This is an optimization exercise on Yosys and OpenROAD, whose aim is small area, a short achievable clock period and few clock cycles, not a production implementation.
Where RTL was checked, it was by simulation tests only, not by an equivalence proof against the original.
For runs 1 to 3, only the layout was checked, not whether the RTL still works.

`flow/design.v`:
```
module half_adder(a,b,s,c); 
  input a,b;
  output s,c;
  xor x1(s,a,b);
  and a1(c,a,b);
endmodule
module full_adder(a,b,cin,cout,sum);
  input a,b,cin;
  output sum,cout;
  wire x,y,z;
  half_adder h1(.a(a),.b(b),.s(x),.c(y));
  half_adder h2(.a(x),.b(cin),.s(sum),.c(z));
  or o1(cout,y,z);
endmodule
module add32(
	input [31:0]A,
	input [31:0]B,
	input c_in,
	output c_out,
	output [31:0]R);
	wire [31:0]c;
	full_adder fa31(A[0],B[0],c_in,c[0],R[0]);
	full_adder fa30(A[1],B[1],c[0],c[1],R[1]);
	full_adder fa29(A[2],B[2],c[1],c[2],R[2]);
	full_adder fa28(A[3],B[3],c[2],c[3],R[3]);
	full_adder fa27(A[4],B[4],c[3],c[4],R[4]);
	full_adder fa26(A[5],B[5],c[4],c[5],R[5]);
	full_adder fa25(A[6],B[6],c[5],c[6],R[6]);
	full_adder fa24(A[7],B[7],c[6],c[7],R[7]);
	full_adder fa23(A[8],B[8],c[7],c[8],R[8]);
	full_adder fa22(A[9],B[9],c[8],c[9],R[9]);
	full_adder fa21(A[10],B[10],c[9],c[10],R[10]);
	full_adder fa20(A[11],B[11],c[10],c[11],R[11]);
	full_adder fa19(A[12],B[12],c[11],c[12],R[12]);
	full_adder fa18(A[13],B[13],c[12],c[13],R[13]);
	full_adder fa17(A[14],B[14],c[13],c[14],R[14]);
	full_adder fa16(A[15],B[15],c[14],c[15],R[15]);
	full_adder fa15(A[16],B[16],c[15],c[16],R[16]);
	full_adder fa14(A[17],B[17],c[16],c[17],R[17]);
	full_adder fa13(A[18],B[18],c[17],c[18],R[18]);
	full_adder fa12(A[19],B[19],c[18],c[19],R[19]);
	full_adder fa11(A[20],B[20],c[19],c[20],R[20]);
	full_adder fa10(A[21],B[21],c[20],c[21],R[21]);
	full_adder fa9(A[22],B[22],c[21],c[22],R[22]);
	full_adder fa8(A[23],B[23],c[22],c[23],R[23]);
	full_adder fa7(A[24],B[24],c[23],c[24],R[24]);
	full_adder fa6(A[25],B[25],c[24],c[25],R[25]);
	full_adder fa5(A[26],B[26],c[25],c[26],R[26]);
	full_adder fa4(A[27],B[27],c[26],c[27],R[27]);
	full_adder fa3(A[28],B[28],c[27],c[28],R[28]);
	full_adder fa2(A[29],B[29],c[28],c[29],R[29]);
	full_adder fa1(A[30],B[30],c[29],c[30],R[30]);
	full_adder fa0(A[31],B[31],c[30],c_out,R[31]);
endmodule
module sub32(A, B, R);
	input [31:0] A;
	input [31:0] B;
	output [31:0] R;
	wire [31:0]notB;
	wire [31:0]compB;
	wire tCout,tCout2;
	localparam zero = 1'b0;
	not not31(notB[31],B[31]);
	not not30(notB[30],B[30]);
	not not29(notB[29],B[29]);
	not not28(notB[28],B[28]);
	not not27(notB[27],B[27]);
	not not26(notB[26],B[26]);
	not not25(notB[25],B[25]);
	not not24(notB[24],B[24]);
	not not23(notB[23],B[23]);
	not not22(notB[22],B[22]);
	not not21(notB[21],B[21]);
	not not20(notB[20],B[20]);
	not not19(notB[19],B[19]);
	not not18(notB[18],B[18]);
	not not17(notB[17],B[17]);
	not not16(notB[16],B[16]);
	not not15(notB[15],B[15]);
	not not14(notB[14],B[14]);
	not not13(notB[13],B[13]);
	not not12(notB[12],B[12]);
	not not11(notB[11],B[11]);
	not not10(notB[10],B[10]);
	not not9(notB[9],B[9]);
	not not8(notB[8],B[8]);
	not not7(notB[7],B[7]);
	not not6(notB[6],B[6]);
	not not5(notB[5],B[5]);
	not not4(notB[4],B[4]);
	not not3(notB[3],B[3]);
	not not2(notB[2],B[2]);
	not not1(notB[1],B[1]);
	not not0(notB[0],B[0]);
	add32 compp1(notB,32'b1,zero,tCout,compB);
	add32 result(A,compB,zero,tCout2,R);
endmodule
module and32 (a, b, out);
input [31:0] a;
input [31:0] b;
output [31:0] out;
and and_0(out[0], b[0], a[0]);
and and_1(out[1], b[1], a[1]);
and and_2(out[2], b[2], a[2]);
and and_3(out[3], b[3], a[3]);
and and_4(out[4], b[4], a[4]);
and and_5(out[5], b[5], a[5]);
and and_6(out[6], b[6], a[6]);
and and_7(out[7], b[7], a[7]);
and and_8(out[8], b[8], a[8]);
and and_9(out[9], b[9], a[9]);
and and_10(out[10], b[10], a[10]);
and and_11(out[11], b[11], a[11]);
and and_12(out[12], b[12], a[12]);
and and_13(out[13], b[13], a[13]);
and and_14(out[14], b[14], a[14]);
and and_15(out[15], b[15], a[15]);
and and_16(out[16], b[16], a[16]);
and and_17(out[17], b[17], a[17]);
and and_18(out[18], b[18], a[18]);
and and_19(out[19], b[19], a[19]);
and and_20(out[20], b[20], a[20]);
and and_21(out[21], b[21], a[21]);
and and_22(out[22], b[22], a[22]);
and and_23(out[23], b[23], a[23]);
and and_24(out[24], b[24], a[24]);
and and_25(out[25], b[25], a[25]);
and and_26(out[26], b[26], a[26]);
and and_27(out[27], b[27], a[27]);
and and_28(out[28], b[28], a[28]);
and and_29(out[29], b[29], a[29]);
and and_30(out[30], b[30], a[30]);
and and_31(out[31], b[31], a[31]);
endmodule
module or32(a, b, out);
input [31:0] a;
input [31:0] b;
output [31:0] out;
or or_0(out[0], b[0], a[0]);
or or_1(out[1], b[1], a[1]);
or or_2(out[2], b[2], a[2]);
or or_3(out[3], b[3], a[3]);
or or_4(out[4], b[4], a[4]);
or or_5(out[5], b[5], a[5]);
or or_6(out[6], b[6], a[6]);
or or_7(out[7], b[7], a[7]);
or or_8(out[8], b[8], a[8]);
or or_9(out[9], b[9], a[9]);
or or_10(out[10], b[10], a[10]);
or or_11(out[11], b[11], a[11]);
or or_12(out[12], b[12], a[12]);
or or_13(out[13], b[13], a[13]);
or or_14(out[14], b[14], a[14]);
or or_15(out[15], b[15], a[15]);
or or_16(out[16], b[16], a[16]);
or or_17(out[17], b[17], a[17]);
or or_18(out[18], b[18], a[18]);
or or_19(out[19], b[19], a[19]);
or or_20(out[20], b[20], a[20]);
or or_21(out[21], b[21], a[21]);
or or_22(out[22], b[22], a[22]);
or or_23(out[23], b[23], a[23]);
or or_24(out[24], b[24], a[24]);
or or_25(out[25], b[25], a[25]);
or or_26(out[26], b[26], a[26]);
or or_27(out[27], b[27], a[27]);
or or_28(out[28], b[28], a[28]);
or or_29(out[29], b[29], a[29]);
or or_30(out[30], b[30], a[30]);
or or_31(out[31], b[31], a[31]);
endmodule
module xor32 (a, b, out);
input [31:0] a;
input [31:0] b;
output [31:0] out;
xor xor_0(out[0], b[0], a[0]);
xor xor_1(out[1], b[1], a[1]);
xor xor_2(out[2], b[2], a[2]);
xor xor_3(out[3], b[3], a[3]);
xor xor_4(out[4], b[4], a[4]);
xor xor_5(out[5], b[5], a[5]);
xor xor_6(out[6], b[6], a[6]);
xor xor_7(out[7], b[7], a[7]);
xor xor_8(out[8], b[8], a[8]);
xor xor_9(out[9], b[9], a[9]);
xor xor_10(out[10], b[10], a[10]);
xor xor_11(out[11], b[11], a[11]);
xor xor_12(out[12], b[12], a[12]);
xor xor_13(out[13], b[13], a[13]);
xor xor_14(out[14], b[14], a[14]);
xor xor_15(out[15], b[15], a[15]);
xor xor_16(out[16], b[16], a[16]);
xor xor_17(out[17], b[17], a[17]);
xor xor_18(out[18], b[18], a[18]);
xor xor_19(out[19], b[19], a[19]);
xor xor_20(out[20], b[20], a[20]);
xor xor_21(out[21], b[21], a[21]);
xor xor_22(out[22], b[22], a[22]);
xor xor_23(out[23], b[23], a[23]);
xor xor_24(out[24], b[24], a[24]);
xor xor_25(out[25], b[25], a[25]);
xor xor_26(out[26], b[26], a[26]);
xor xor_27(out[27], b[27], a[27]);
xor xor_28(out[28], b[28], a[28]);
xor xor_29(out[29], b[29], a[29]);
xor xor_30(out[30], b[30], a[30]);
xor xor_31(out[31], b[31], a[31]);
endmodule
module nor32(a, b, out);
input [31:0] a;
input [31:0] b;
output [31:0] out;
nor nor_0(out[0], b[0], a[0]);
nor nor_1(out[1], b[1], a[1]);
nor nor_2(out[2], b[2], a[2]);
nor nor_3(out[3], b[3], a[3]);
nor nor_4(out[4], b[4], a[4]);
nor nor_5(out[5], b[5], a[5]);
nor nor_6(out[6], b[6], a[6]);
nor nor_7(out[7], b[7], a[7]);
nor nor_8(out[8], b[8], a[8]);
nor nor_9(out[9], b[9], a[9]);
nor nor_10(out[10], b[10], a[10]);
nor nor_11(out[11], b[11], a[11]);
nor nor_12(out[12], b[12], a[12]);
nor nor_13(out[13], b[13], a[13]);
nor nor_14(out[14], b[14], a[14]);
nor nor_15(out[15], b[15], a[15]);
nor nor_16(out[16], b[16], a[16]);
nor nor_17(out[17], b[17], a[17]);
nor nor_18(out[18], b[18], a[18]);
nor nor_19(out[19], b[19], a[19]);
nor nor_20(out[20], b[20], a[20]);
nor nor_21(out[21], b[21], a[21]);
nor nor_22(out[22], b[22], a[22]);
nor nor_23(out[23], b[23], a[23]);
nor nor_24(out[24], b[24], a[24]);
nor nor_25(out[25], b[25], a[25]);
nor nor_26(out[26], b[26], a[26]);
nor nor_27(out[27], b[27], a[27]);
nor nor_28(out[28], b[28], a[28]);
nor nor_29(out[29], b[29], a[29]);
nor nor_30(out[30], b[30], a[30]);
nor nor_31(out[31], b[31], a[31]);
endmodule
module lessthan32 (a, b, out);
input [31:0] a;
input [31:0] b;
output [31:0] out;
wire [31:0] sub1_w;
localparam one = 1'b1;
sub32 sub_1(a, b, sub1_w);
and and_1(out[0], sub1_w[31], one);
assign out[31:1] = 31'b0;
endmodule
module mux8x1(a, b, c, d, e, f, g, h, S,out);
	input a, b, c, d, e, f, g, h;
	input [2:0] S;
	output out;
	wire sNot0;
	wire sNot1;
	wire sNot2;
	wire w1;
	wire w2;
	wire w3;
	wire w4;
	wire w5;
	wire w6;
	wire w7;
	wire w8;
	not (sNot2,S[2]);
	not (sNot1,S[1]);
	not (sNot0,S[0]);
	and (w1,sNot2,sNot1,sNot0,a);
	and (w2,S[2],sNot1,sNot0,b);
	and (w3,sNot2,S[1],sNot0,c);
	and (w4,S[2],S[1],sNot0,d);
	and (w5,sNot2,sNot1,S[0],e);
	and (w6,S[2],sNot1,S[0],f);
	and (w7,sNot2,S[1],S[0],g);
	and (w8,S[2],S[1],S[0],h);
	or (out,w1,w2,w3,w4,w5,w6,w7,w8);
endmodule
module mod_cu(
    input clk,
    input reset,
    input start,
    input less_than_B,   
    output reg save_A,   
    output reg subtract,  
    output reg done       
);
localparam [1:0] 
    first_s = 2'b00,
    secod_s = 2'b01,
    third_s = 2'b10,
    final_s = 2'b11;
reg [1:0] state;
always @(posedge clk or posedge reset) begin
    if (reset)
        state <= first_s;
    else begin
        case (state)
            first_s: state <= start ? secod_s : first_s;
            secod_s: state <= third_s;
            third_s: state <= less_than_B ? final_s : third_s;
            final_s: state <= first_s;
        endcase
    end
end
always @(*) begin
    save_A = (state == secod_s);
    subtract = (state == third_s) && !less_than_B;
    done = (state == final_s);
end
endmodule
module mod_dp(
    input clk,
    input [31:0] A,
    input [31:0] B,
    input save_A,        
    input subtract,      
    output reg [31:0] result,
    output less_than_B   
);
reg [31:0] TEMP;
always @(posedge clk) begin
    if (save_A) begin
        TEMP <= A;
    end
    else if (subtract) begin
        TEMP <= TEMP - B;
    end
end
assign less_than_B = TEMP < B;
always @(posedge clk) begin
    if (less_than_B) begin
        result <= TEMP;
    end
end
endmodule
module mod #(parameter M = 3) (
    input clk,
    input reset,
    input start,
    input [31:0] A,
    input [31:0] B,
    output [31:0] result,
    output done
);
function [5:0] clz32(input [31:0] v);
    reg [31:0] x;
    reg [5:0] n;
    begin
        n = 6'd0;
        x = v;
        if (x[31:16] == 16'b0) begin n[4] = 1'b1; x = {x[15:0], 16'b0}; end
        if (x[31:24] == 8'b0) begin n[3] = 1'b1; x = {x[23:0], 8'b0}; end
        if (x[31:28] == 4'b0) begin n[2] = 1'b1; x = {x[27:0], 4'b0}; end
        if (x[31:30] == 2'b0) begin n[1] = 1'b1; x = {x[29:0], 2'b0}; end
        if (!x[31]) n[0] = 1'b1;
        if (!x[31] && !x[30]) n = 6'd32;
        clz32 = n;
    end
endfunction
function [32:0] bksub(input [31:0] r, input [31:0] d);
    reg [31:0] g0, p0, g, p;
    integer i, l;
    begin
        g0 = r & ~d;
        p0 = r ^ ~d;
        g = g0;
        p = p0;
        g[0] = g0[0] | p0[0];
        for (l = 1; l < 32; l = l * 2)
            for (i = 2*l-1; i < 32; i = i + 2*l) begin
                g[i] = g[i] | (p[i] & g[i-l]);
                p[i] = p[i] & p[i-l];
            end
        for (l = 8; l >= 1; l = l / 2)
            for (i = 3*l-1; i < 32; i = i + 2*l) begin
                g[i] = g[i] | (p[i] & g[i-l]);
                p[i] = p[i] & p[i-l];
            end
        bksub = {g[31], p0 ^ {g[30:0], 1'b1}};
    end
endfunction
reg busy;
reg signed [5:0] kt;
reg [31:0] R;
reg [31:0] X;
wire [5:0] lza = clz32(A);
wire [5:0] lzb = clz32(B);
wire [6:0] kd = {1'b0, lzb} - {1'b0, lza};
wire [4:0] k0 = kd[6] ? 5'd0 : (kd[5] ? 5'd31 : kd[4:0]);
reg [31:0] r [0:M];
reg [32:0] t [0:M-1];
integer j;
always @(*) begin
    r[0] = R;
    for (j = 0; j < M; j = j + 1) begin
        t[j] = bksub(r[j], X >> j);
        r[j+1] = (kt >= j && t[j][32]) ? t[j][31:0] : r[j];
    end
end
wire last = kt < M;
assign done = busy && last;
assign result = r[M];
always @(posedge clk or posedge reset) begin
    if (reset)
        busy <= 1'b0;
    else if (busy)
        busy <= !last;
    else
        busy <= start;
end
always @(posedge clk) begin
    if (!busy) begin
        R <= A;
        X <= B << k0;
        kt <= {1'b0, k0};
    end else begin
        R <= r[M];
        X <= X >> M;
        kt <= kt - M;
    end
end
endmodule
module alu32(clk,reset,start,a, b, aluop,out,done);
input wire clk;
input wire reset;
input wire start;
input [31:0] a;
input [31:0] b;
input [2:0] aluop;
output reg [31:0] out;
output wire done;
wire [31:0] modres;
wire sub = ~aluop[2];
wire [31:0] bx = b ^ {32{sub}};
wire [31:0] g0 = a & bx;
wire [31:0] p0 = a ^ bx;
reg [31:0] g, p;
integer i, l;
always @(*) begin
    g = g0;
    p = p0;
    g[0] = g0[0] | (p0[0] & sub);
    for (l = 1; l < 32; l = l * 2)
        for (i = 2*l-1; i < 32; i = i + 2*l) begin
            g[i] = g[i] | (p[i] & g[i-l]);
            p[i] = p[i] & p[i-l];
        end
    for (l = 8; l >= 1; l = l / 2)
        for (i = 3*l-1; i < 32; i = i + 2*l) begin
            g[i] = g[i] | (p[i] & g[i-l]);
            p[i] = p[i] & p[i-l];
        end
end
wire [31:0] sum = p0 ^ {g[30:0], sub};
mod op8(.clk(clk), .reset(reset), .start(start), .A(a), .B(b), .result(modres), .done(done));
always @(*) begin
    case (aluop)
        3'b000: out = a & b;
        3'b100: out = a | b;
        3'b010: out = a ^ b;
        3'b110: out = ~(a | b);
        3'b001: out = {31'b0, sum[31]};
        3'b101: out = sum;
        3'b011: out = sum;
        default: out = modres;
    endcase
end
endmodule
```
`flow/flow/run.sh`:
```
#!/bin/bash
set -euo pipefail
bash standard.sh SETUP_SLACK_MARGIN=11 finish > standard.log 2>&1
```
`flow/standard.sh`:
```
#!/bin/bash
# synth_recipe.tcl (not shown) runs the flow's synth.tcl, then flattens the netlist and writes it again
# the make line also repeats each setting of config.mk as NAME=value (left out here)
make -C /OpenROAD-flow-scripts/flow DESIGN_CONFIG=/design/flow/config.mk WORK_HOME=/design/flow/orfs CLKGATE_MAP_FILE= SYNTH_SCRIPT=/design/flow/synth_recipe.tcl "${@:-finish}"
```
`flow/config.mk`:
```
export PLATFORM = sky130hd
export DESIGN_NAME = alu32
export DESIGN_NICKNAME = alu32
export VERILOG_FILES = /design/flow/design.v
export SDC_FILE = /design/flow/constraint.sdc
export NUM_CORES = 4
export LEC_CHECK = 0
export ABC_AREA = 1
export CAP_MARGIN = 20
export CORE_MARGIN = 2
export CORE_UTILIZATION = 40
export SLEW_MARGIN = 20
```
`flow/constraint.sdc`:
```
create_clock -name core_clock -period 23.0 [get_ports {clk}]
set_input_delay 4.6000 -clock core_clock [delete_from_list [all_inputs] [get_ports {clk}]]
set_output_delay 4.6000 -clock core_clock [all_outputs]
set_load 0.01 [all_outputs]
```
==> impl_metrics.ini, run 1 <==
[placement]
dp.final_hpwl_um = 41000
place_ws_ps = 8420
io_buffer_count = 102
globalplace.congestion = 0.963

[floorplanning]
die_x_um = 190
die_h_um = 190
dieArea_sq_um = 36000
start_util_pct = 40.9
pin_count = 103
num_rows = 67
core_sq_um = 33700

[grt]
grt_max_degree = 63
antenna_found_initial = 1
grt_use_total_pct = 31.0
grt-ovfl-total = 0
grt_pass1_wl_um = 85700
grt_pass1_vias = 14884

[synth]
yosysUniqueCellTypes = 55
synth_warnings = 4
synth.most_common_cell = nand2_1
postSynthCellCount = 2111
synth_nets = 2439
syn-cell-area_sq_um = 13800
yosys-top-cells-area = ha_1, nand2_1, dfxtp_1
ys_async_sr_fraction_pct = 1.41
synth.avg_cell_area_sq_um = 6.53
synth_edf_count = 0
ys_seq_area_share_pct = 10.3
synth.largest_area_cell = ha_1
ys.flop_type = dfxtp_1
netlist.area_leader.share_pct = 17.6
yosys_register_bits = 71
synth_common_cells = nand2_1, inv_1, nand3_1

[detailed_routing]
vias = 15926
drc = 0
drtIter0Drc = 1540
drtPass1Iterations = 6
wl_um = 58700
ant_nets = 0
routedWlPerCell_um = 21.0
viasPerCell = 5.71

[sta]
hold_viol_final = 0
drv_slew = 0
rsz0062_at_grt = yes
fin_crit_sh_pct = 55.0
min_period_ps = 12660
slew-limit-headroom_pct = 33.4
fin_tns_setup_ps = 0
fin_skew_ps = 15.9
setup_viol = 0
finalWorstSetupSlack_ps = 10340
worstMarginPinSlew_ps = 998
fmax_mhz = 79.0

[final_layout]
syn_to_final_growth_pct = 35.8
fill_cells = 3143
drive_above_1_share_pct = 24.6
fin_nets = 2665
diodes = 0

[run_status]
status = complete, no violations

[cts]
clk_path_buf_depth = 2
cts-buffers-inserted = 9
clkSlewWorstSetupHoldPaths_ps = 60
clkSinkCount = 71
cts_tree = yes
htreeDepth = 3
worstSkewPairLatency_ps = 370
root_buffer = clkbuf_16

[hold_path]
hp-class = reg2reg

[flow_run]
cap_violations = 0

[setup_path]
worst_setup_path_start_kind = primary input
worstPathArrival_ps = 8060
critPathMaxFanout = 4
required_ps = 18400
critPathCaptureType = output port
r2r_slack_ps = 11080
crit_type = in2out
==> cells by family (layout without fill, tap and decap cells) <==
kind of cell	count (synthesis)	after routing	share of synthesized area [%]
and+or+nand+nor	895	898	28.1
xor gates and xnor gates	85	85	5.40
muxes	3	3	0.218
buffers and inverters	396	624	11.3
AOI/OAI and AO/OA	403	403	17.8
adders and majority gates	258	258	26.9
DFF	71	71	10.3
==> metal layers <==
metal  track usage (%)  part of all wire, %  vias to the layer above
met3              2.86                  7.1                      185
met5                 0                0.020                        -
met2              50.8                   46                      764
met1              41.0                   41                     7546
met4              14.8                  5.6                        2
li1                  -                    -                     7429
==> sequential cells by signal, indices dropped and copies added, names as in the netlist <==
name / count
op8.kt: 6
op8.busy: 1
op8.R: 32
op8.X: 32
==> placed cells by master, fill, tap and decap left out, drive strengths merged, types with 6 or more instances in the layout <==
cell and instances:
fa 64, o21ai 181, clkdlybuf4s50 34, clkbuf 17
or2 27, a211oi 8, buf 222, o221ai 10
clkdlybuf4s15 8, o21bai 7, nand4 16, a21o 17
xor2 31, a31oi 19, a2111oi 18, a31o 6
nand3b 9, o211ai 43, ha 194, xnor2 54
inv 309, nor2 111, dlygate4sd2 16, a21oi 71
nand3 203, nand2 523, o22ai 7, clkinv 6
dfxtp 70
==> stage by stage <==
stage / instance area, sq um / hold slack, ps / cells / util, %
finish: 18700 / 506 / 2790 / 55.6
global route: 18700 / 529 / 2790 / 55.6
CTS: 17200 / 511 / 2732 / 51.1
detailed placement: 15200 / 502 / 2599 / 45.1
global placement: 15200 / 491 / 2599 / 45.1
floorplan: 13900 / 453 / 2111 / -
==> path summary, 6_finish.rpt <==
| check | depth (start not counted) | from | endpoint |
|---|---|---|---|
| min in group asynchronous | 2 | reset | op8.busy |
| worst max-delay path | 23 | b[5] | out[31] |
| worst min register to register | 2 | op8.kt[4] | op8.kt[4] |
| worst min-delay path | 2 | op8.kt[4] | op8.kt[4] |
| max in group asynchronous | 2 | reset | op8.busy |
| worst max register to register | 95 | op8.R[0] | op8.R[13] |
==> worst max-delay path, stage by stage <==
cell and delay (ps):
buf_2 140, xnor2_1 290, ha_4 260, a21o_1 170, a221o_1 350, nand2_1 110, a21oi_2 70, nor2_2 120
o21ai_2 100, nand3_1 90, nand2_2 80, nand2_2 80, nand2_2 50, nand3_2 70, nand2_2 60, fa_2 370
xor2_2 180, xnor2_2 140, buf_6 150, nor2_1 50, a2111oi_2 220, nand2_1 130, buf_2 170
==> final cells by class <==
type                    instances  area [sq um]  area share, %
well taps                     448           561           2.99
clock inverters                 7          72.6          0.388
multi-input cells            1647         12400           66.0
clock buffers                   9           225           1.20
repair buffers                294          2880           15.4
flip-flops and latches         71          1430           7.65
inverters                     314          1200           6.42
==> what timing repair did <==
| action | CTS | global route |
|---|---|---|
| resized for setup | 341 | 294 |
| pin swaps | 60 | 119 |
| setup buffers | 107 | 57 |
| setup endpoints to repair | 32 | 35 |
| cloned | 10 | 1 |
| hold buffers | 0 | 0 |
==> inputs of run 2 (changes only) <==
--- a/flow/design.v
+++ b/flow/design.v
@@ -404,6 +404,7 @@
     end
 end
 wire last = kt < M;
+wire [4:0] kn = busy ? kt[4:0] - M : k0;
 assign done = busy && last;
 assign result = r[M];
 always @(posedge clk or posedge reset) begin
@@ -417,13 +418,12 @@
 always @(posedge clk) begin
     if (!busy) begin
         R <= A;
-        X <= B << k0;
         kt <= {1'b0, k0};
     end else begin
         R <= r[M];
-        X <= X >> M;
         kt <= kt - M;
     end
+    X <= B << kn;
 end
 endmodule
 module alu32(clk,reset,start,a, b, aluop,out,done);
==> flow/flow/run.sh (replaced) <==
#!/bin/bash
set -euo pipefail
bash standard.sh "BUFFER_PORTS_ARGS=-buffer_cell sky130_fd_sc_hd__buf_1" SETUP_SLACK_MARGIN=10 finish > standard.log 2>&1
==> run 2 against run 1 <==
  * Die area shrank 1.6%
  * Still clean
  * Cell count is 6.9% lower
  * Largest cell class unchanged
  * Sequential cell count stayed put
  * Via count shrank 10%
  * Register-to-register slack better by 4500 ps
  * Clock skew shrank 6.3 ps
  * Global-route usage shrank 3.0 points
==> impl_metrics.ini, run 2 <==
[final_layout]
syn_to_final_growth_pct = 11.9
fill_cells = 3475
diodes = 0
top_regs = op8.R x32, op8.X x32, op8.kt x6
fin_nets = 2472
final_cell_mix = nand2_1, inv_1, ha_1
drive_above_1_share_pct = 8.70
final_util_pct = 45.4
final_common_cell = nand2_1

[cts]
clkSinkCount = 71
cts-buffers-inserted = 9
clkSlewWorstSetupHoldPaths_ps = 60
htreeDepth = 3
cts_tree = yes
worstSkewPairLatency_ps = 350
root_buffer = clkbuf_16
clk_path_buf_depth = 2

[sta]
slew-limit-headroom_pct = 22.8
fin_tns_setup_ps = 0
drv_slew = 0
min_period_ps = 12870
hold_viol_final = 0
fin_crit_sh_pct = 55.9
setup_viol = 0
fin_skew_ps = 9.58
worstMarginPinSlew_ps = 1130
rsz0062_at_grt = yes
fmax_mhz = 77.7

[setup_path]
worst_setup_path_start_kind = primary input
critPathMaxFanout = 6
reg2reg_depth = 52
crit_top_cell = nand2_1
required_ps = 18400
crit_type = in2out
r2r_end = op8.R[10]
critPathCaptureType = output port
worstPathArrival_ps = 8270
cp_slowest_cell = fa_1
max_stage_delay_ps = 420
r2r_slack_ps = 15540
rr_startpoint = op8.R[0]
crit_chain = clkbuf_16, xnor2_2, ha_1, nand2_1, nand2_1, a31oi_4, inv_2, a221o_1, nand2_1, a21oi_1, nor2_2, o21ai_2, buf_4, a21oi_1, o31ai_1, fa_1, or2_2, a311oi_2, nand2_1, buf_1

[hold_path]
hold-path-endpoint = op8.kt[5]
min_path_cells = 2
hp-class = reg2reg
hp-start = op8.kt[5]

[synth]
synth_nets = 2401
ys_async_sr_fraction_pct = 1.41
synth_edf_count = 0
synth.largest_area_cell = ha_1
syn-cell-area_sq_um = 13600
synth_warnings = 4
ys_seq_area_share_pct = 10.5
synth_common_cells = nand2_1, inv_1, ha_1
synth.avg_cell_area_sq_um = 6.54
ys.flop_type = dfxtp_1
synth.most_common_cell = nand2_1
netlist.area_leader.share_pct = 17.9
yosysUniqueCellTypes = 56
yosys_register_bits = 71
yosys-top-cells-area = ha_1, nand2_1, dfxtp_1
postSynthCellCount = 2073

[placement]
globalplace.congestion = 0.943
dp.final_hpwl_um = 39400
io_buffer_count = 102

[floorplanning]
die_h_um = 188
start_util_pct = 40.5
die_x_um = 188
core_sq_um = 33400
dieArea_sq_um = 35400
num_rows = 67
pin_count = 103

[detailed_routing]
ant_nets = 0
routedWlPerCell_um = 19.5
drtIter0Drc = 1120
drc = 0
drtPass1Iterations = 5
viasPerCell = 5.51
vias = 14312
wl_um = 50500

[grt]
grt_pass1_wl_um = 77300
grt_max_degree = 64
grt_use_total_pct = 28.0
grt_pass1_vias = 13645
grt-ovfl-total = 0
antenna_found_initial = 0

[run_status]
status = complete, no violations

[flow_run]
cap_violations = 0
run 2: area by class of cell:
cell class / count / area (sq um) / share of cell area [%]
clock buffers: 9 / 225 / 1.48
clock inverters: 7 / 62.6 / 0.412
inverters: 308 / 1160 / 7.62
multi-input cells: 1613 / 10900 / 72.0
flip-flops and latches: 71 / 1430 / 9.40
well taps: 448 / 561 / 3.69
repair buffers: 141 / 823 / 5.43
run 2: critical path: cells and delay by family:
family,cells,cell delay [ps]
compound gates,7,1450
xor+xnor,1,130
fa+ha+maj,2,720
buf+inv,4,510
simple gates,6,840
run 2: worst max-delay path by stage:
stage	from	to	slack, ps	cells past startpoint
6_report	aluop[2]	out[23]	10130	20
5_1_grt	op8.R[0]	out[23]	9950	44
4_1_cts	aluop[2]	out[0]	10010	24
3_5_place_dp	aluop[2]	out[0]	7880	23
3_3_place_gp	aluop[2]	out[0]	8110	23
2_1_floorplan	aluop[2]	out[0]	10010	23
run 2: timing repair:
item / in CTS / in global routing
setup endpoints to repair: 32 / 32
cloned: 3 / 3
buffers inserted: 13 / 7
pin swaps: 17 / 20
hold buffers: 0 / 0
gates resized for setup: 42 / 52
run 2: metrics by stage:
| step | hold WS [ps] | setup WS, ps | cell area [sq um] | instances |
|---|---|---|---|---|
| finish | 656 | 10130 | 15200 | 2597 |
| global route | 705 | 9950 | 15200 | 2597 |
| CTS | 628 | 10010 | 14900 | 2587 |
| detailed placement | 623 | 7880 | 14300 | 2555 |
| global placement | 605 | 8110 | 14300 | 2555 |
| floorplan | 529 | 10010 | 13600 | 2073 |
run 2: kinds of logic (layout without fill, tap and decap cells):
group,count (synthesis),in the layout,share of synthesized area [%]
AOI/OAI and AO/OA,400,400,18.0
xor gates and xnor gates,85,85,5.55
adders and majority gates,258,258,27.4
buffers and inverters,393,465,11.3
DFF,71,71,10.5
muxes,2,2,0.148
and+or+nand+nor,864,868,27.2
run 2: metal layers:
| metal | wire [um] | GRT usage, % |
|---|---|---|
| met1 | 23400 | 38.9 |
| met2 | 22800 | 45.9 |
| met3 | 2870 | 2.30 |
| met4 | 1500 | 8.60 |
| met5 | 0 | 0 |
==> inputs of run 3 (changes only) <==
==> flow/flow/run.sh (replaced) <==
#!/bin/bash
set -euo pipefail
bash standard.sh "BUFFER_PORTS_ARGS=-buffer_cell sky130_fd_sc_hd__buf_2" SETUP_SLACK_MARGIN=10 finish > standard.log 2>&1
==> run 3 against run 2 <==
  * Synthesized cell count unchanged
  * First-iteration DRC count increased by 12%
  * Clock skew increased by 2.2 ps
  * Worst hold slack improved by 8.9 ps
  * Via count increased by 1.1%
  * Maximum frequency decreased by 0.56%
==> impl_metrics.ini, run 3 <==
[setup_path]
required_ps = 18400
worstPathArrival_ps = 8340
crit_chain = buf_4, nand2_2, o21ai_2, fa_2, a31oi_4, inv_2, buf_4, buf_4, buf_4, buf_4, buf_4, buf_4, buf_4, buf_4, buf_4, buf_4, buf_4, buf_4, buf_4, a31o_2, fa_2, a211oi_2, nand2_1, buf_2
crit_type = in2out
cp_slowest_cell = fa_2
crit_top_cell = buf_4
worst_setup_path_start_kind = primary input
critPathCaptureType = output port
critPathMaxFanout = 7
crit_family = buffers and inverters
max_stage_delay_ps = 460
cp.buffers_inverters = 16

[sta]
slew-limit-headroom_pct = 25.1
worstMarginPinSlew_ps = 1120
fmax_mhz = 77.3
setup_viol = 0
fin_tns_setup_ps = 0
rsz0062_at_grt = yes
fin_crit_sh_pct = 56.3
hold_slack_ps = 665
hold_viol_final = 0
fin_skew_ps = 11.8
min_period_ps = 12940
drv_slew = 0

[detailed_routing]
wl_um = 50700
ant_nets = 0
drtPass1Iterations = 5
routedWlPerCell_um = 19.4
drtIter0Drc = 1252
viasPerCell = 5.53
drc = 0
vias = 14468

[floorplanning]
core_sq_um = 33400
pin_count = 103
start_util_pct = 40.5
num_rows = 67
dieArea_sq_um = 35400
die_x_um = 188
die_h_um = 188

[synth]
synth_warnings = 4
synth.largest_area_cell = ha_1
synth_common_cells = nand2_1, inv_1, ha_1
ys.flop_type = dfxtp_1
synth.avg_cell_area_sq_um = 6.54
yosys-top-cells-area = ha_1, nand2_1, dfxtp_1
ys_async_sr_fraction_pct = 1.41
syn-cell-area_sq_um = 13600
synth_nets = 2401
netlist.area_leader.share_pct = 17.9
yosys_register_bits = 71
synth_edf_count = 0
postSynthCellCount = 2073
synth.most_common_cell = nand2_1
yosysUniqueCellTypes = 56
ys_seq_area_share_pct = 10.5

[placement]
globalplace.congestion = 0.995
io_buffer_count = 102
dp.final_hpwl_um = 39200
dp_cells = 2555

[final_layout]
syn_to_final_growth_pct = 14.9
final_cell_mix = nand2_1, inv_1, ha_1
final_cells = 2615
fin_nets = 2490
top_regs = op8.R x32, op8.X x32, op8.kt x6
drive_above_1_share_pct = 14.0
final_util_pct = 46.6
diodes = 0
final_common_cell = nand2_1

[cts]
clkSinkCount = 71
clkSlewWorstSetupHoldPaths_ps = 60
clk_path_buf_depth = 2
cts_tree = yes
ctsHoldBuffers = 0
worstSkewPairLatency_ps = 360
htreeDepth = 3
root_buffer = clkbuf_16
cts-buffers-inserted = 9

[grt]
grt_pass1_wl_um = 78100
grt_max_degree = 64
grt_use_total_pct = 28.1
antenna_found_initial = 0
grt-ovfl-total = 0
grt_pass1_vias = 13885

[hold_path]
hp-class = reg2reg

[flow_run]
cap_violations = 0

[run_status]
status = complete, no violations
-- run 3: what timing repair did --
action                     4_1_cts  5_1_grt
pin swaps                       22       24
resized for setup               49       45
setup endpoints to repair       32       32
gates cloned                     3        4
setup buffers                   25       12
-- run 3: logic make-up (layout without fill, tap and decap cells) --
family / count (synthesis) / in the layout / synth area share, %
and+or+nand+nor: 864 / 866 / 27.2
AOI/OAI and AO/OA: 400 / 400 / 18.0
buffers and inverters: 393 / 485 / 11.3
adders and majority gates: 258 / 258 / 27.4
xor gates and xnor gates: 85 / 85 / 5.55
DFF: 71 / 71 / 10.5
muxes: 2 / 2 / 0.148
-- run 3: routing by layer --
metal	vias up	global-route usage, %	share of wire, %
li1	6999	-	-
met1	6828	39.4	45
met2	564	45.6	45
met4	0	8.27	2.9
met5	-	0	0
met3	77	2.92	6.7
-- run 3: area by class of cell --
| cell class | instances | area (sq um) |
|---|---|---|
| Fill cell | 3483 | 17900 |
| Multi-Input combinational cell | 1611 | 11000 |
| Sequential cell | 71 | 1430 |
| Inverter | 308 | 1160 |
| Timing Repair Buffer | 161 | 1150 |
| Tap cell | 448 | 561 |
| Clock buffer | 9 | 225 |
| Clock inverter | 7 | 85.1 |
-- run 3: stage by stage --
step	cell area, sq um	worst slack (ps)
6_report	15600	10060
3_3_place_gp	14400	8200
5_1_grt	15600	9920
3_5_place_dp	14400	7930
2_1_floorplan	13600	10010
4_1_cts	15200	9920
-- run 3: final timing paths --
check,start,depth (start not counted),slack [ps],to
max,b[0],24,10060,out[6]
min,op8.kt[5],2,660,op8.kt[5]
max reg2reg,op8.X[3],51,15430,op8.R[29]
min reg2reg,op8.kt[5],2,660,op8.kt[5]
max in group asynchronous,reset,2,18840,op8.busy
min in group asynchronous,reset,2,4070,op8.busy
-- run 3: tightest hold or removal path, cell delays in order (launching register included) --
cell	delay (ps)
dfxtp_1	330
inv_1	200
a21oi_1	90
==> inputs of run 4 (changes only) <==
--- a/flow/design.v
+++ b/flow/design.v
@@ -348,19 +348,30 @@
     output [31:0] result,
     output done
 );
-function [5:0] clz32(input [31:0] v);
-    reg [31:0] x;
-    reg [5:0] n;
+function [4:0] clz32(input [31:0] v);
+    reg [15:0] c1; reg [15:0] v1;
+    reg [15:0] c2; reg [7:0] v2;
+    reg [11:0] c3; reg [3:0] v3;
+    reg [7:0] c4; reg [1:0] v4;
+    integer i;
     begin
-        n = 6'd0;
-        x = v;
-        if (x[31:16] == 16'b0) begin n[4] = 1'b1; x = {x[15:0], 16'b0}; end
-        if (x[31:24] == 8'b0) begin n[3] = 1'b1; x = {x[23:0], 8'b0}; end
-        if (x[31:28] == 4'b0) begin n[2] = 1'b1; x = {x[27:0], 4'b0}; end
-        if (x[31:30] == 2'b0) begin n[1] = 1'b1; x = {x[29:0], 2'b0}; end
-        if (!x[31]) n[0] = 1'b1;
-        if (!x[31] && !x[30]) n = 6'd32;
-        clz32 = n;
+        for (i = 0; i < 16; i = i + 1) begin
+            v1[i] = v[2*i+1] | v[2*i];
+            c1[i] = ~v[2*i+1];
+        end
+        for (i = 0; i < 8; i = i + 1) begin
+            v2[i] = v1[2*i+1] | v1[2*i];
+            c2[2*i+1 -: 2] = v1[2*i+1] ? {1'b0, c1[2*i+1]} : {1'b1, c1[2*i]};
+        end
+        for (i = 0; i < 4; i = i + 1) begin
+            v3[i] = v2[2*i+1] | v2[2*i];
+            c3[3*i+2 -: 3] = v2[2*i+1] ? {1'b0, c2[4*i+3 -: 2]} : {1'b1, c2[4*i+1 -: 2]};
+        end
+        for (i = 0; i < 2; i = i + 1) begin
+            v4[i] = v3[2*i+1] | v3[2*i];
+            c4[4*i+3 -: 4] = v3[2*i+1] ? {1'b0, c3[6*i+5 -: 3]} : {1'b1, c3[6*i+2 -: 3]};
+        end
+        clz32 = v4[1] ? {1'b0, c4[7:4]} : {1'b1, c4[3:0]};
     end
 endfunction
 function [32:0] bksub(input [31:0] r, input [31:0] d);
@@ -389,10 +400,10 @@
 reg signed [5:0] kt;
 reg [31:0] R;
 reg [31:0] X;
-wire [5:0] lza = clz32(A);
-wire [5:0] lzb = clz32(B);
-wire [6:0] kd = {1'b0, lzb} - {1'b0, lza};
-wire [4:0] k0 = kd[6] ? 5'd0 : (kd[5] ? 5'd31 : kd[4:0]);
+wire [4:0] lza = clz32(A);
+wire [4:0] lzb = clz32(B);
+wire [5:0] kd = {1'b0, lzb} - {1'b0, lza};
+wire [4:0] k0 = kd[5] ? 5'd0 : kd[4:0];
 reg [31:0] r [0:M];
 reg [32:0] t [0:M-1];
 integer j;
==> flow/flow/run.sh (replaced) <==
#!/bin/bash
set -euo pipefail
bash standard.sh "BUFFER_PORTS_ARGS=-buffer_cell sky130_fd_sc_hd__buf_1" SETUP_SLACK_MARGIN=11 finish > standard.log 2>&1
==> run 4 against run 3 <==
  * Critical path depth decreased by 3
  * Area after synthesis decreased by 2.5%
  * Critical path type unchanged
  * Sequential cell count unchanged
  * Worst hold slack improved by 19 ps
  * Sequential share of layout area decreased by 0.27 points
  * Clock skew decreased by 2.5 ps
  * Count of clock-buffer cells in the layout increased by 1
  * First-iteration DRC count decreased by 22%
  * Register-to-register slack improved by 650 ps
==> impl_metrics.ini, run 4 <==
[run_status]
status = complete, no violations

[setup_path]
worstPathArrival_ps = 8100
crit_family = compound AO/OA/AOI/OAI gates
cp.buffers_inverters = 6
cp_slowest_cell = fa_2
worst_setup_path_start_kind = primary input
max_stage_delay_ps = 390
critPathCaptureType = output port
crit_type = in2out
critPathMaxFanout = 4
required_ps = 18400
crit_chain = clkbuf_16, buf_16, xnor2_2, fa_2, a31oi_4, o21a_1, nor2_2, nand2_1, nand3_2, nand2_2, nand3_4, a21oi_4, buf_4, buf_6, buf_6, o21ai_2, fa_2, or2_4, a311oi_4, nand2_1, buf_2

[synth]
yosys-top-cells-area = ha_1, nand2_1, dfxtp_1
synth_edf_count = 0
netlist.area_leader.share_pct = 18.3
ys_async_sr_fraction_pct = 1.41
yosys_register_bits = 71
synth.avg_cell_area_sq_um = 6.53
synth.most_common_cell = nand2_1
synth_nets = 2350
postSynthCellCount = 2023
synth_warnings = 4
synth_common_cells = nand2_1, inv_1, ha_1
synth.largest_area_cell = ha_1
syn-cell-area_sq_um = 13200
ys_seq_area_share_pct = 10.8
ys.flop_type = dfxtp_1
yosysUniqueCellTypes = 56

[cts]
clkSinkCount = 71
htreeDepth = 3
cts-buffers-inserted = 9
worstSkewPairLatency_ps = 350
clkSlewWorstSetupHoldPaths_ps = 60
clk_path_buf_depth = 2
root_buffer = clkbuf_16
ctsHoldBuffers = 0
cts_tree = yes

[sta]
hold_viol_final = 0
fin_skew_ps = 9.30
setup_viol = 0
hold_slack_ps = 684
finalWorstSetupSlack_ps = 10300
fin_tns_setup_ps = 0
min_period_ps = 12700
drv_slew = 0
slew-limit-headroom_pct = 34.3
fin_crit_sh_pct = 55.2
worstMarginPinSlew_ps = 986
fmax_mhz = 78.8
rsz0062_at_grt = yes

[final_layout]
final_cell_mix = nand2_1, inv_1, ha_1
top_regs = op8.R x32, op8.X x32, op8.kt x6
final_common_cell = nand2_1
drive_above_1_share_pct = 14.9
diodes = 0
syn_to_final_growth_pct = 21.6
fill_cells = 3296
fin_nets = 2470

[detailed_routing]
wl_um = 45100
drc = 0
drtIter0Drc = 979
viasPerCell = 5.37
routedWlPerCell_um = 17.4
drtPass1Iterations = 7
ant_nets = 0
vias = 13921

[grt]
grt_use_total_pct = 25.4
grt_max_degree = 66
grt-ovfl-total = 0
grt_pass1_vias = 12916
antenna_found_initial = 0
grt_pass1_wl_um = 68600

[placement]
place_ws_ps = 9300
globalplace.congestion = 0.915
dp.final_hpwl_um = 33700
io_buffer_count = 102

[flow_run]
cap_violations = 0

[floorplanning]
dieArea_sq_um = 34500
core_sq_um = 32500
num_rows = 66
die_x_um = 186
start_util_pct = 40.6
die_h_um = 186
pin_count = 103

[hold_path]
hp-class = reg2reg
## run 4: cell count changes after synthesis, sizes merged, moves of 8 or more
cell and change:
o211ai -8, inv +12, or2 -15, a221oi +8, o21a +11, nand3 -40
## run 4: through the flow
stage | utilization (%) | instances | cell area, sq um
finish | 49.4 | 2590 | 16100
floorplan | - | 2023 | 13300
global route | 49.4 | 2590 | 16100
detailed placement | 43.2 | 2507 | 14000
global placement | 43.2 | 2507 | 14000
CTS | 47.1 | 2560 | 15300
## run 4: area by class of cell
| cell class | count | area, sq um | share of cell area, % |
|---|---|---|---|
| Clock buffer | 10 | 229 | 1.42 |
| Clock inverter | 6 | 93.8 | 0.584 |
| Inverter | 318 | 1210 | 7.51 |
| Multi-Input combinational cell | 1563 | 11300 | 70.5 |
| Sequential cell | 71 | 1430 | 8.89 |
| Tap cell | 442 | 553 | 3.44 |
| Timing Repair Buffer | 180 | 1230 | 7.65 |
## run 4: what timing repair did
item                                    CTS  global route
resized for setup                       138           129
endpoints found under the setup margin   32            32
pin swaps                                53            66
setup buffers                            30            25
cloned                                    7             5
## run 4: cell families (layout without fill, tap and decap cells)
group | after synthesis | count (layout) | share of synthesized area (%)
xor gates and xnor gates | 84 | 84 | 5.57
and+or+nand+nor | 804 | 812 | 25.4
AOI/OAI and AO/OA | 408 | 408 | 18.5
DFF | 71 | 71 | 10.8
adders and majority gates | 257 | 257 | 28.0
muxes | 2 | 2 | 0.151
buffers and inverters | 397 | 514 | 11.6
## run 4: worst paths after layout
path | cells past startpoint | endpoint | start | slack [ps]
max reg2reg | 48 | op8.R[29] | op8.R[0] | 16080
min reg2reg | 2 | op8.kt[5] | op8.kt[5] | 680
max | 21 | out[23] | aluop[2] | 10300
min | 2 | op8.kt[5] | op8.kt[5] | 680
max in group asynchronous | 2 | op8.busy | reset | 18860
min in group asynchronous | 2 | op8.busy | reset | 4050
## run 4: worst reg2reg max path: cells and delay by family, from the launching register on
kind                     cells  cell delay [ps]
adder cells (fa/ha/maj)      6             1870
XOR/XNOR                     1              170
AO/OA/AOI/OAI                5              990
buffers and inverters        7              880
AND/OR/NAND/NOR             29             2560
flip-flops                   1              320
## run 4: metal layers
metal	part of all wire, %	GRT usage (%)
met1	45	35.2
met5	0	0
met2	46	42.1
met4	3.2	7.46
met3	5.6	1.94
Testbench counts of run 4, summed over its fixed seeds: cycles 4,027.
==> inputs of run 5 (changes only) <==
==> flow/flow/run.sh (replaced) <==
#!/bin/bash
set -euo pipefail
bash standard.sh "BUFFER_PORTS_ARGS=-buffer_cell sky130_fd_sc_hd__buf_1" SETUP_SLACK_MARGIN=9 finish > standard.log 2>&1
==> run 5 against run 4 <==
  * Area after synthesis stayed put
  * Synthesized cell count stayed put
  * Via count is 2.8% lower
  * First-iteration DRC count is 3.3% lower
  * Maximum frequency is 6.3% lower
  * Setup slack worse by 860 ps
  * Critical endpoint is now out[31]
  * Largest cell class unchanged
==> impl_metrics.ini, run 5 <==
[grt]
grt_pass1_vias = 12515
grt_max_degree = 66
grt_use_total_pct = 24.5
grt-ovfl-total = 0
grt_pass1_wl_um = 66500
antenna_found_initial = 1

[synth]
yosys-top-cells-area = ha_1, nand2_1, dfxtp_1
syn-cell-area_sq_um = 13200
ys.flop_type = dfxtp_1
synth.avg_cell_area_sq_um = 6.53
synth_edf_count = 0
synth_common_cells = nand2_1, inv_1, ha_1
ys_seq_area_share_pct = 10.8
yosys_register_bits = 71
yosysUniqueCellTypes = 56
synth_nets = 2350
synth.most_common_cell = nand2_1
postSynthCellCount = 2023
netlist.area_leader.share_pct = 18.3
synth_warnings = 4
synth.largest_area_cell = ha_1
ys_async_sr_fraction_pct = 1.41

[cts]
worstSkewPairLatency_ps = 350
htreeDepth = 3
ctsHoldBuffers = 0
clk_path_buf_depth = 2
cts_tree = yes
clkSinkCount = 71
root_buffer = clkbuf_16
clkSlewWorstSetupHoldPaths_ps = 70
cts-buffers-inserted = 9

[floorplanning]
core_sq_um = 32500
die_x_um = 186
dieArea_sq_um = 34500
num_rows = 66
pin_count = 103
start_util_pct = 40.6
die_h_um = 186

[setup_path]
worstPathArrival_ps = 8950
cp_slowest_cell = fa_1
crit_top_cell = nand2_1
r2r_slack_ps = 14760
crit_family = compound AO/OA/AOI/OAI gates
crit_start = aluop[2]
rr_startpoint = op8.R[0]
max_stage_delay_ps = 490
critPathMaxFanout = 37
cp.buffers_inverters = 5
crit_type = in2out
required_ps = 18400
worst_setup_path_start_kind = primary input
critPathCaptureType = output port

[final_layout]
final_util_pct = 44.4
final_cell_mix = nand2_1, inv_1, ha_1
fill_cells = 3506
syn_to_final_growth_pct = 9.23
fin_nets = 2415
final_common_cell = nand2_1
drive_above_1_share_pct = 4.54
top_regs = op8.R x32, op8.X x32, op8.kt x6

[placement]
dp.final_hpwl_um = 34100
globalplace.congestion = 0.901
io_buffer_count = 102
place_ws_ps = 8860

[sta]
fmax_mhz = 73.8
fin_skew_ps = 9.62
finalWorstSetupSlack_ps = 9450
setup_viol = 0
min_period_ps = 13550
hold_viol_final = 0
fin_crit_sh_pct = 58.9
rsz0062_at_grt = no
slew-limit-headroom_pct = 31.8
worstMarginPinSlew_ps = 997
fin_tns_setup_ps = 0
drv_slew = 0

[hold_path]
hp-start = op8.kt[5]
hp-class = reg2reg

[detailed_routing]
wl_um = 42400
vias = 13526
drtIter0Drc = 947
viasPerCell = 5.34
drc = 0
routedWlPerCell_um = 16.7
ant_nets = 0
drtPass1Iterations = 6

[flow_run]
cap_violations = 0

[run_status]
status = complete, no violations
==> run 5: cell count changes in the layout (fill, tap and decap cells not counted), sizes merged, moves of 2 or more <==
| cell | previous run | this run |
|---|---|---|
| nand3 | 137 | 135 |
| clkbuf | 20 | 11 |
| inv | 315 | 317 |
| nand2 | 520 | 516 |
| buf | 169 | 129 |
==> run 5: repair_timing <==
action | in CTS | in global routing
gates cloned | 0 | 2
endpoints found under the setup margin | 2 | 32
pin swaps | 0 | 2
gates resized for setup | 1 | 9
setup buffers | 0 | 8
==> run 5: final cells by class <==
class / instances / area [sq um] / area share [%]
Timing Repair Buffer: 131 / 608 / 4.21
Clock buffer: 9 / 225 / 1.56
Clock inverter: 6 / 71.3 / 0.494
Multi-Input combinational cell: 1557 / 10400 / 71.7
Antenna cell: 1 / 2.50 / 0.0173
Tap cell: 442 / 553 / 3.83
Inverter: 318 / 1200 / 8.29
Sequential cell: 71 / 1430 / 9.88
==> run 5: tightest hold or removal path: stages (launching register included) <==
cell	delay, ps
dfxtp_1	330
inv_1	190
a21oi_1	90
==> run 5: kinds of logic (layout without fill, tap and decap cells) <==
family,after synthesis,in the layout,synth area share [%]
simple gates,804,806,25.4
compound gates,408,408,18.5
buf+inv,397,464,11.6
fa+ha+maj,257,257,28.0
xor+xnor,84,84,5.57
flops,71,71,10.8
mux,2,2,0.151
other cells,0,1,0
==> run 5: metal layers <==
layer	global-route usage, %	vias up	routed length [um]
met2	39.6	395	19200
met5	0	-	0
li1	-	6751	-
met4	6.39	0	1060
met1	34.3	6314	19800
met3	2.93	66	2430
==> run 5: final timing paths <==
path,endpoint,cells after the start
worst max-delay path,out[31],25
worst min-delay path,op8.kt[5],2
worst max register to register,op8.R[22],50
worst min register to register,op8.kt[5],2
max in group asynchronous,op8.busy,2
min in group asynchronous,op8.busy,2
==> run 5: through the flow <==
step | hold slack [ps] | cells | instance area, sq um
2_1_floorplan | 511 | 2023 | 13200
6_report | 659 | 2535 | 14400
5_1_grt | 723 | 2534 | 14400
4_1_cts | 644 | 2524 | 14300
3_3_place_gp | 628 | 2509 | 14000
3_5_place_dp | 633 | 2509 | 14000
==> inputs of run 6 (changes only) <==
==> flow/flow/run.sh (replaced) <==
#!/bin/bash
set -euo pipefail
bash standard.sh "BUFFER_PORTS_ARGS=-buffer_cell sky130_fd_sc_hd__buf_1" SETUP_SLACK_MARGIN=10 finish > standard.log 2>&1
--- a/flow/config.mk
+++ b/flow/config.mk
@@ -9,4 +9,5 @@
 export CAP_MARGIN = 20
 export CORE_MARGIN = 2
 export CORE_UTILIZATION = 40
+export CTS_BUF_LIST = sky130_fd_sc_hd__clkbuf_4 sky130_fd_sc_hd__clkbuf_8
 export SLEW_MARGIN = 20
==> run 6 against run 5 <==
  * Register-to-register slack improved by 800 ps
  * Sequential cell count unchanged
  * Highest routed layer unchanged
  * Critical path depth is 4 lower
  * Via count shrank 0.60%
  * Wire length up 0.22%
  * Clock skew rose by 5.5 ps
==> impl_metrics.ini, run 6 <==
[cts]
clkSinkCount = 71
cts_tree = yes
clk_path_buf_depth = 2
worstSkewPairLatency_ps = 370
clkSlewWorstSetupHoldPaths_ps = 90
htreeDepth = 3
cts-buffers-inserted = 9
root_buffer = clkbuf_8

[final_layout]
top_regs = op8.R x32, op8.X x32, op8.kt x6
final_common_cell = nand2_1
fin_area_sq_um = 14700
drive_above_1_share_pct = 6.43
final_cell_mix = nand2_1, inv_1, ha_1
syn_to_final_growth_pct = 11.0
diodes = 0
fin_nets = 2422

[setup_path]
worstPathArrival_ps = 8240
required_ps = 18400
critPathCaptureType = output port
r2r_end = op8.R[29]
crit_type = in2out
critPathMaxFanout = 9
rr_startpoint = op8.R[0]
worst_setup_path_start_kind = primary input
reg2reg_depth = 45
r2r_slack_ps = 15560

[synth]
synth_warnings = 4
synth.most_common_cell = nand2_1
ys.flop_type = dfxtp_1
ys_seq_area_share_pct = 10.8
yosysUniqueCellTypes = 56
synth.avg_cell_area_sq_um = 6.53
ys_async_sr_fraction_pct = 1.41
synth_nets = 2350
synth.largest_area_cell = ha_1
synth_common_cells = nand2_1, inv_1, ha_1
netlist.area_leader.share_pct = 18.3
syn-cell-area_sq_um = 13200
synth_edf_count = 0
yosys_register_bits = 71
postSynthCellCount = 2023
yosys-top-cells-area = ha_1, nand2_1, dfxtp_1

[hold_path]
hold-path-endpoint = op8.kt[5]
hp-start = op8.kt[4]
hp-class = reg2reg
min_path_cells = 3

[grt]
grt_pass1_vias = 12744
antenna_found_initial = 1
grt_max_degree = 66
grt_use_total_pct = 25.0
grt-ovfl-total = 0
grt_pass1_wl_um = 67600

[detailed_routing]
viasPerCell = 5.29
wl_um = 42500
routedWlPerCell_um = 16.7
drc = 0
drtIter0Drc = 921
ant_nets = 0
drtPass1Iterations = 5
vias = 13445

[placement]
io_buffer_count = 102
globalplace.congestion = 0.901
dp.final_hpwl_um = 34000
place_area_sq_um = 14000

[floorplanning]
core_sq_um = 32500
die_x_um = 186
num_rows = 66
die_h_um = 186
pin_count = 103
start_util_pct = 40.6
dieArea_sq_um = 34500

[run_status]
status = complete, no violations

[sta]
fin_skew_ps = 15.1
worstMarginPinSlew_ps = 997
fin_crit_sh_pct = 55.8
drv_slew = 0
slew-limit-headroom_pct = 31.8
hold_viol_final = 0
hold_slack_ps = 669
fmax_mhz = 77.9
fin_tns_setup_ps = 0
rsz0062_at_grt = no
min_period_ps = 12840
setup_viol = 0

[flow_run]
cap_violations = 0
-- run 6: cell count changes in the layout (fill, tap and decap cells not counted), moves of 3 or more --
| cell | change |
|---|---|
| nand2_2 | +7 |
| clkbuf_8 | +8 |
| buf_4 | +3 |
| buf_12 | +4 |
| a2111oi_2 | +4 |
| fa_2 | +4 |
| clkbuf_16 | -9 |
| nand2_1 | -6 |
| fa_1 | -4 |
-- run 6: worst max-delay path, stage by stage --
cell	delay (ps)
clkbuf_2	160
buf_12	180
xnor2_1	120
ha_1	320
nand2_1	80
nand2_1	90
a31oi_4	210
o21a_1	180
nor2_1	60
nand2_1	60
nand3_1	100
nand2_1	100
nand3_2	120
a21oi_4	200
buf_4	150
o21ai_0	100
fa_1	430
or2_2	330
a311oi_4	350
nand2_1	150
buf_1	150
-- run 6: repair_timing --
action                     in CTS  in global routing
setup buffers                  11                  4
resized for setup              24                 35
setup endpoints to repair      32                 32
pin swaps                       7                  7
gates cloned                    3                  0
hold buffers                    0                  0
-- run 6: routing by layer --
layer  wire length [um]  global-route usage (%)
met1              19700                    34.8
met3               2320                    2.02
met4                935                    7.24
met5                  0                       0
met2              19500                    41.2
-- run 6: worst max path at each step --
stage	startpoint	endpoint	cells after the start
final	aluop[2]	out[23]	21
after global routing	aluop[2]	out[0]	26
after CTS	op8.R[0]	out[19]	53
after detailed placement	aluop[2]	out[31]	25
after global placement	aluop[2]	out[31]	25
after floorplan	aluop[2]	out[31]	25
-- run 6: area by class of cell --
type | instances | area [sq um]
Timing Repair Buffer | 138 | 732
Sequential cell | 71 | 1430
Multi-Input combinational cell | 1557 | 10600
Clock inverter | 7 | 77.6
Inverter | 318 | 1200
Fill cell | 3508 | 17900
Clock buffer | 9 | 124
Tap cell | 442 | 553
-- run 6: stage by stage --
stage	utilization, %	worst slack (ps)	instances
3_3_place_gp	43.0	8870	2508
5_1_grt	45.1	9970	2542
3_5_place_dp	43.0	8790	2508
2_1_floorplan	-	10010	2023
6_report	45.1	10160	2542
4_1_cts	44.5	10000	2538
-- run 6: kinds of logic (layout without fill, tap and decap cells) --
group | count (synthesis) | after routing | share of synthesized area (%)
buffers and inverters | 397 | 472 | 11.6
flip-flops | 71 | 71 | 10.8
AO/OA/AOI/OAI | 408 | 408 | 18.5
adder cells (fa/ha/maj) | 257 | 257 | 28.0
XOR/XNOR | 84 | 84 | 5.57
multiplexers | 2 | 2 | 0.151
AND/OR/NAND/NOR | 804 | 806 | 25.4
==> inputs of run 7 (changes only) <==
--- a/flow/config.mk
+++ b/flow/config.mk
@@ -8,6 +8,6 @@
 export ABC_AREA = 1
 export CAP_MARGIN = 20
 export CORE_MARGIN = 2
-export CORE_UTILIZATION = 40
+export CORE_UTILIZATION = 65
 export CTS_BUF_LIST = sky130_fd_sc_hd__clkbuf_4 sky130_fd_sc_hd__clkbuf_8
 export SLEW_MARGIN = 20
==> run 7 against run 6 <==
  * Global-route usage increased by 12 points
  * Setup slack improved by 58 ps
  * Via count increased by 3.5%
  * Cell count decreased by 6.9%
  * First-iteration DRC count increased by 49%
  * Worst hold slack improved by 13 ps
  * Maximum frequency increased by 0.45%
==> impl_metrics.ini, run 7 <==
[detailed_routing]
drc = 0
vias = 13912
drtPass1Iterations = 6
ant_nets = 0
wl_um = 40600
drtIter0Drc = 1372
routedWlPerCell_um = 17.2
viasPerCell = 5.88

[final_layout]
final_util_pct = 71.3
diodes = 0
syn_to_final_growth_pct = 8.52
fin_nets = 2419
top_regs = op8.R x32, op8.X x32, op8.kt x6
final_common_cell = nand2_1
drive_above_1_share_pct = 5.58
final_cells = 2366
final_cell_mix = nand2_1, inv_1, ha_1

[cts]
clkSinkCount = 71
cts_tree = yes
root_buffer = clkbuf_8
htreeDepth = 3
worstSkewPairLatency_ps = 360
cts-buffers-inserted = 9
clkSlewWorstSetupHoldPaths_ps = 90
clk_path_buf_depth = 2

[sta]
drv_slew = 0
hold_viol_final = 0
fin_crit_sh_pct = 55.6
setup_viol = 0
fin_tns_setup_ps = 0
fin_skew_ps = 14.9
slew-limit-headroom_pct = 36.3
fmax_mhz = 78.2
rsz0062_at_grt = yes
min_period_ps = 12790
worstMarginPinSlew_ps = 931
finalWorstSetupSlack_ps = 10210

[floorplanning]
dieArea_sq_um = 21500
die_x_um = 147
start_util_pct = 65.7
num_rows = 52
pin_count = 103
die_h_um = 147
core_sq_um = 20100

[placement]
dp_cells = 2332
io_buffer_count = 102
dp.final_hpwl_um = 31500
place_ws_ps = 9010
globalplace.congestion = 0.948

[grt]
antenna_found_initial = 1
grt-ovfl-total = 0
grt_pass1_vias = 12640
grt_pass1_wl_um = 64200
grt_max_degree = 66
grt_use_total_pct = 37.0

[synth]
synth_common_cells = nand2_1, inv_1, ha_1
synth.most_common_cell = nand2_1
synth_warnings = 4
synth_edf_count = 0
synth.avg_cell_area_sq_um = 6.53
synth_nets = 2350
yosys-top-cells-area = ha_1, nand2_1, dfxtp_1
ys_async_sr_fraction_pct = 1.41
netlist.area_leader.share_pct = 18.3
syn-cell-area_sq_um = 13200
yosysUniqueCellTypes = 56
ys_seq_area_share_pct = 10.8
yosys_register_bits = 71
postSynthCellCount = 2023
synth.largest_area_cell = ha_1
ys.flop_type = dfxtp_1

[setup_path]
worst_setup_path_start_kind = primary input
rr_startpoint = op8.R[0]
required_ps = 18400
r2r_slack_ps = 15490
worstPathArrival_ps = 8190
r2r_end = op8.R[9]
cp-endpoint = out[0]
critPathCaptureType = output port
crit_type = in2out
critPathMaxFanout = 19
reg2reg_depth = 52
crit_start = aluop[2]

[run_status]
status = complete, no violations

[hold_path]
min_path_cells = 3
hp-class = reg2reg

[flow_run]
cap_violations = 0
==> run 7: stage by stage <==
step | instance area (sq um) | hold slack, ps
global placement | 13700 | 636
CTS | 14200 | 662
global route | 14300 | 701
finish | 14300 | 682
detailed placement | 13700 | 651
floorplan | 13200 | 511
==> run 7: what timing repair did <==
action	in CTS	in global routing
setup endpoints to repair	32	32
pin swaps	7	10
gates cloned	3	2
setup buffers	8	6
gates resized for setup	21	34
hold buffers	0	0
==> run 7: how the worst min path moves through the flow <==
stage               startpoint         to  slack (ps)
global placement     op8.kt[4]  op8.kt[5]         640
floorplan            op8.kt[5]  op8.kt[5]         510
detailed placement   op8.kt[5]  op8.kt[5]         650
global route         op8.kt[4]  op8.kt[5]         700
CTS                  op8.kt[5]  op8.kt[5]         660
finish               op8.kt[4]  op8.kt[5]         680
==> run 7: metal layers <==
layer | up-vias | track usage, % | wire length (um)
li1 | 6760 | - | -
met1 | 6413 | 54.1 | 17900
met2 | 667 | 58.6 | 17900
met3 | 72 | 3.19 | 3750
met4 | 0 | 9.95 | 1020
met5 | - | 0 | 0
==> run 7: cell type report <==
type	instances	area, sq um
timing repair buffer	134	709
multi-input combinational	1558	10500
fill	1765	5760
sequential	71	1430
inverter	318	1190
tap	270	338
clock inverter	3	46.3
clock buffer	12	146
==> run 7: logic make-up after synthesis <==
logic type	count (synthesis)	synth area share [%]
and+or+nand+nor	804	25.4
adders and majority gates	257	28.0
xor gates and xnor gates	84	5.57
muxes	2	0.151
AOI/OAI and AO/OA	408	18.5
DFF	71	10.8
buffers and inverters	397	11.6
==> run 7: worst max-delay path, stage by stage <==
cell      delay, ps
clkbuf_2        120
buf_12          170
xnor2_1         140
ha_1            350
a21o_1          210
a21boi_1        130
o21a_1          160
nor2_1           60
nand2_1          50
nand3_1          90
nand2_1          70
nand3_1         100
a21oi_2         210
o221ai_2        150
inv_2           100
o21ai_2          80
nand2_1          90
nand2_1          70
fa_2            360
xnor2_2         160
xnor2_2         150
buf_4           160
a21oi_1         150
nand2_1         100
buf_1           130

port drivers added, routing unchanged:
The results above use ideal ports. As a check the final layouts listed here were re-extracted and re-timed, cells and wires unchanged.
Step 1, drivers: a clkbuf_16 drives clk and a buf_2 each remaining input, both assumed.
Step 2 times the ports against the registers' clock, not the clock port: input delays grow and output delays shrink by t, the midpoint of the rising clock arrivals with the driver on.
a / b / c = no drivers / after step 1 / after step 2; a / b = the first two.
run | t, ns | slack for setup (ns) | slew at the worst register clock pin (ns)
run 1 | 0.402 | 10.342 / 10.178 / 10.178 | 0.07 / 0.07
run 2 | 0.398 | 10.135 / 10.057 / 10.057 | 0.07 / 0.07
run 3 | 0.401 | 10.062 / 9.989 / 9.989 | 0.07 / 0.07
run 4 | 0.390 | 10.303 / 10.264 / 10.264 | 0.06 / 0.06
run 5 | 0.387 | 9.446 / 9.423 / 9.423 | 0.07 / 0.07
run 6 | 0.403 | 10.156 / 10.136 / 10.136 | 0.09 / 0.09
run 7 | 0.396 | 10.214 / 10.193 / 10.193 | 0.09 / 0.09
After both steps every run listed still meets setup and hold. The setup slack of run 1, which loses most, moves by -0.164 ns with the drivers and by -0.164 ns with both steps.
